Source: an optimization exercise on an open RTL-to-GDS flow (aim: small area and a short achievable clock period). Production flows keep margins and buffers that such runs may drop. RTL that was checked went through simulation tests only; none was proved equivalent to the original. Power and IR drop assume default switching activity.

==> inputs of wip/cedar <==
// mac
module mac (
    input  logic clk,
    input  logic rst,
    input  logic signed [15:0] a_in,
    input  logic signed [15:0] b_in,
    input  logic acc_clear,
    output logic acc_out_valid,
    output logic signed [34:0] acc_out
);
clock: 7.5 ns
lec_check: 0
cap_margin: 20
core_margin: 2
core_utilization: 40
setup_slack_margin: 4.5
slew_margin: 20
synth_hierarchical: 1
synth_minimum_keep_size: 0
tns_end_percent: 0
standard.sh (not shown) runs the stock make flow with config.mk's settings and CLKGATE_MAP_FILE= SYNTH_SCRIPT=/design/flow/synth_recipe.tcl, a recipe that flattens the netlist after the stock synthesis.
==> flow/flow/run.sh <==
#!/bin/bash
# Standard ORFS layout (the standard.sh, standard synthesis unchanged); the only
# difference is the cell used for the port buffers that buffer_ports inserts.
set -euo pipefail
export BUFFER_PORTS_ARGS="-buffer_cell sky130_fd_sc_hd__buf_2"
bash standard.sh > standard_flow.log 2>&1
==> wip/raven: changes against wip/cedar <==
--- a/flow/design.v
+++ b/flow/design.v
@@ -389,52 +389,49 @@
 wire xp82 = op[32] & xp81;
 wire xg83 = xg16 | (xp16 & xg81);
 wire xp83 = xp16 & xp81;
 wire xg84 = xg33 | (xp33 & xg81);
 wire xp84 = xp33 & xp81;
 assign acc_out[0] = op[0];
-mac_xor u_xo1 (.a(op[1]), .b(og[0]), .y(acc_out[1]));
-mac_xor u_xo2 (.a(op[2]), .b(xg0), .y(acc_out[2]));
-mac_xor u_xo3 (.a(op[3]), .b(xg17), .y(acc_out[3]));
-mac_xor u_xo4 (.a(op[4]), .b(xg18), .y(acc_out[4]));
-mac_xor u_xo5 (.a(op[5]), .b(xg34), .y(acc_out[5]));
-mac_xor u_xo6 (.a(op[6]), .b(xg35), .y(acc_out[6]));
-mac_xor u_xo7 (.a(op[7]), .b(xg36), .y(acc_out[7]));
-mac_xor u_xo8 (.a(op[8]), .b(xg37), .y(acc_out[8]));
-mac_xor u_xo9 (.a(op[9]), .b(xg50), .y(acc_out[9]));
-mac_xor u_xo10 (.a(op[10]), .b(xg51), .y(acc_out[10]));
-mac_xor u_xo11 (.a(op[11]), .b(xg52), .y(acc_out[11]));
-mac_xor u_xo12 (.a(op[12]), .b(xg53), .y(acc_out[12]));
-mac_xor u_xo13 (.a(op[13]), .b(xg54), .y(acc_out[13]));
-mac_xor u_xo14 (.a(op[14]), .b(xg55), .y(acc_out[14]));
-mac_xor u_xo15 (.a(op[15]), .b(xg56), .y(acc_out[15]));
-mac_xor u_xo16 (.a(op[16]), .b(xg57), .y(acc_out[16]));
-mac_xor u_xo17 (.a(op[17]), .b(xg66), .y(acc_out[17]));
-mac_xor u_xo18 (.a(op[18]), .b(xg67), .y(acc_out[18]));
-mac_xor u_xo19 (.a(op[19]), .b(xg68), .y(acc_out[19]));
-mac_xor u_xo20 (.a(op[20]), .b(xg69), .y(acc_out[20]));
-mac_xor u_xo21 (.a(op[21]), .b(xg70), .y(acc_out[21]));
-mac_xor u_xo22 (.a(op[22]), .b(xg71), .y(acc_out[22]));
-mac_xor u_xo23 (.a(op[23]), .b(xg72), .y(acc_out[23]));
-mac_xor u_xo24 (.a(op[24]), .b(xg73), .y(acc_out[24]));
-mac_xor u_xo25 (.a(op[25]), .b(xg74), .y(acc_out[25]));
-mac_xor u_xo26 (.a(op[26]), .b(xg75), .y(acc_out[26]));
-mac_xor u_xo27 (.a(op[27]), .b(xg76), .y(acc_out[27]));
-mac_xor u_xo28 (.a(op[28]), .b(xg77), .y(acc_out[28]));
-mac_xor u_xo29 (.a(op[29]), .b(xg78), .y(acc_out[29]));
-mac_xor u_xo30 (.a(op[30]), .b(xg79), .y(acc_out[30]));
-mac_xor u_xo31 (.a(op[31]), .b(xg80), .y(acc_out[31]));
-mac_xor u_xo32 (.a(op[32]), .b(xg81), .y(acc_out[32]));
-mac_xor u_xo33 (.a(op[33]), .b(xg82), .y(acc_out[33]));
-mac_xor u_xo34 (.a(op[34]), .b(xg83), .y(acc_out[34]));
+assign acc_out[1] = op[1] ^ og[0];
+assign acc_out[2] = op[2] ^ xg0;
+assign acc_out[3] = op[3] ^ xg17;
+assign acc_out[4] = op[4] ^ xg18;
+assign acc_out[5] = op[5] ^ xg34;
+assign acc_out[6] = op[6] ^ xg35;
+assign acc_out[7] = op[7] ^ xg36;
+assign acc_out[8] = op[8] ^ xg37;
+assign acc_out[9] = op[9] ^ xg50;
+assign acc_out[10] = op[10] ^ xg51;
+assign acc_out[11] = op[11] ^ xg52;
+assign acc_out[12] = op[12] ^ xg53;
+assign acc_out[13] = op[13] ^ xg54;
+assign acc_out[14] = op[14] ^ xg55;
+assign acc_out[15] = op[15] ^ xg56;
+assign acc_out[16] = op[16] ^ xg57;
+assign acc_out[17] = op[17] ^ xg66;
+assign acc_out[18] = op[18] ^ xg67;
+assign acc_out[19] = op[19] ^ xg68;
+assign acc_out[20] = op[20] ^ xg69;
+assign acc_out[21] = op[21] ^ xg70;
+assign acc_out[22] = op[22] ^ xg71;
+assign acc_out[23] = op[23] ^ xg72;
+assign acc_out[24] = op[24] ^ xg73;
+assign acc_out[25] = op[25] ^ xg74;
+assign acc_out[26] = op[26] ^ xg75;
+assign acc_out[27] = op[27] ^ xg76;
+assign acc_out[28] = op[28] ^ xg77;
+assign acc_out[29] = op[29] ^ xg78;
+assign acc_out[30] = op[30] ^ xg79;
+assign acc_out[31] = op[31] ^ xg80;
+assign acc_out[32] = op[32] ^ xg81;
+assign acc_out[33] = op[33] ^ xg82;
+assign acc_out[34] = op[34] ^ xg83;
 endmodule
 module mac_fa (input logic a, input logic b, input logic c, output logic s, output logic co);
     assign s = a ^ b ^ c;
     assign co = (a & b) | (c & (a ^ b));
 endmodule
 module mac_ha (input logic a, input logic b, output logic s, output logic co);
     assign s = a ^ b;
     assign co = a & b;
 endmodule
-module mac_xor (input logic a, input logic b, output logic y);
-    assign y = a ^ b;
-endmodule
- SLEW_MARGIN: 20 -> 60
==> wip/pepper: changes against wip/cedar <==
- SLEW_MARGIN: 20 -> 60
==> summary.md <==
| Metric | Value |
|---|---|
| Status | `finished clean` |
| Met2 wire length | `14.4 mm` |
| Synth unique cells | `40` |
| Finished Layout Cells | `1495` |
| Wire per inst | `18.5 µm` |
| # fillers | `2636` |
| Crit share post-route | `0.529` |
| Xor and xnor area share after synthesis | `0.143` |
| Clock-cell share | `0.0268` |
| Simple-Gate Fraction of Synth Area | `0.126` |
| Final WL | `27.6 mm` |
| Compound-Gate Fraction of Synth Area | `0.162` |
| Most frequent cells in the layout | `nand2_1 (155), fa_1 (138), xnor2_1 (129)` |
| Reg power frac | `0.232` |
| Most used cell, CP | `a21o_1` |
| Number of global-route vias before repair | `8429` |
| R2r setup slk | `3.62 ns` |
| DP HPWL | `19.6 mm` |
| Metal1 wirelength | `11.7 mm` |
| Synth top area cells | `fa_1 (28%), dfxtp_1 (20%), xnor2_1 (10%)` |
| Leak | `4.86 nW` |
[end of results for wip/cedar]
==> summary.md <==
| Metric | Value |
|---|---|
| Reg power frac | `0.235` |
| Status | `finished clean` |
| Final WL | `27.6 mm` |
| R2r setup slk | `3.62 ns` |
| # fillers | `2632` |
| Finished Layout Cells | `1493` |
| Synth unique cells | `40` |
| Simple-Gate Fraction of Synth Area | `0.126` |
| Most used cell, CP | `a21o_1` |
| Clock-cell share | `0.0234` |
| Synth top area cells | `fa_1 (28%), dfxtp_1 (20%), xnor2_1 (10%)` |
[end of results for wip/pepper]
==> summary.md <==
| Metric | Value |
|---|---|
| Synth top area cells | `fa_1 (28%), dfxtp_1 (20%), xnor2_1 (12%)` |
| Crit share post-route | `0.579` |
| Most frequent cells in the layout | `nand2_1 (160), xnor2_1 (144), fa_1 (138)` |
| Worst Path Buf+Inv | `1` |
| Synth unique cells | `44` |
| Most used cell, CP | `a211oi_2` |
| Leak | `4.61 nW` |
| Finished Layout Cells | `1507` |
| Number of global-route vias before repair | `8508` |
| R2r setup slk | `3.46 ns` |
| Wire per inst | `18.4 µm` |
| Status | `finished clean` |
| Metal1 wirelength | `11.5 mm` |
| Clock-cell share | `0.0249` |
| CP Data Required Time | `6.00 ns` |
| Final WL | `27.8 mm` |
| Xor and xnor area share after synthesis | `0.133` |
| # fillers | `2607` |
| Simple-Gate Fraction of Synth Area | `0.134` |
| DP HPWL | `19.7 mm` |
[end of results for wip/raven]
The RTL of wip/raven was laid out without a check of its function.

-- separate check: timing with driven ports --
How much do the figures lean on ideal ports? The routed layouts below were timed once more, with nothing changed but the port constraints.
Step 1: set_driving_cell puts a clkbuf_16 on clk and a buf_2 on each other input, an assumption about the parent block.
Step 2 times the ports against the registers' clock, not the clock port: input delays grow and output delays shrink by t, the midpoint of the rising clock arrivals with the driver on.
Slacks: no drivers / after step 1 / after step 2; pairs: no drivers / after step 1.
run | t, ns | setup WS [ns] | worst setup path after step 2 | pins driven straight from the clock port
wip/cedar | 0.426 | 3.534 / 3.486 / 3.276 | input to register | 1
wip/raven | 0.401 | 3.159 / 3.113 / 3.376 | input to register | 1
wip/pepper | 0.417 | 3.533 / 3.485 / 3.282 | input to register | 1
After both steps setup and hold are still met in every run listed. For wip/cedar, which loses most, drivers alone change the setup slack by -0.048 ns; drivers and shift together by -0.258 ns.
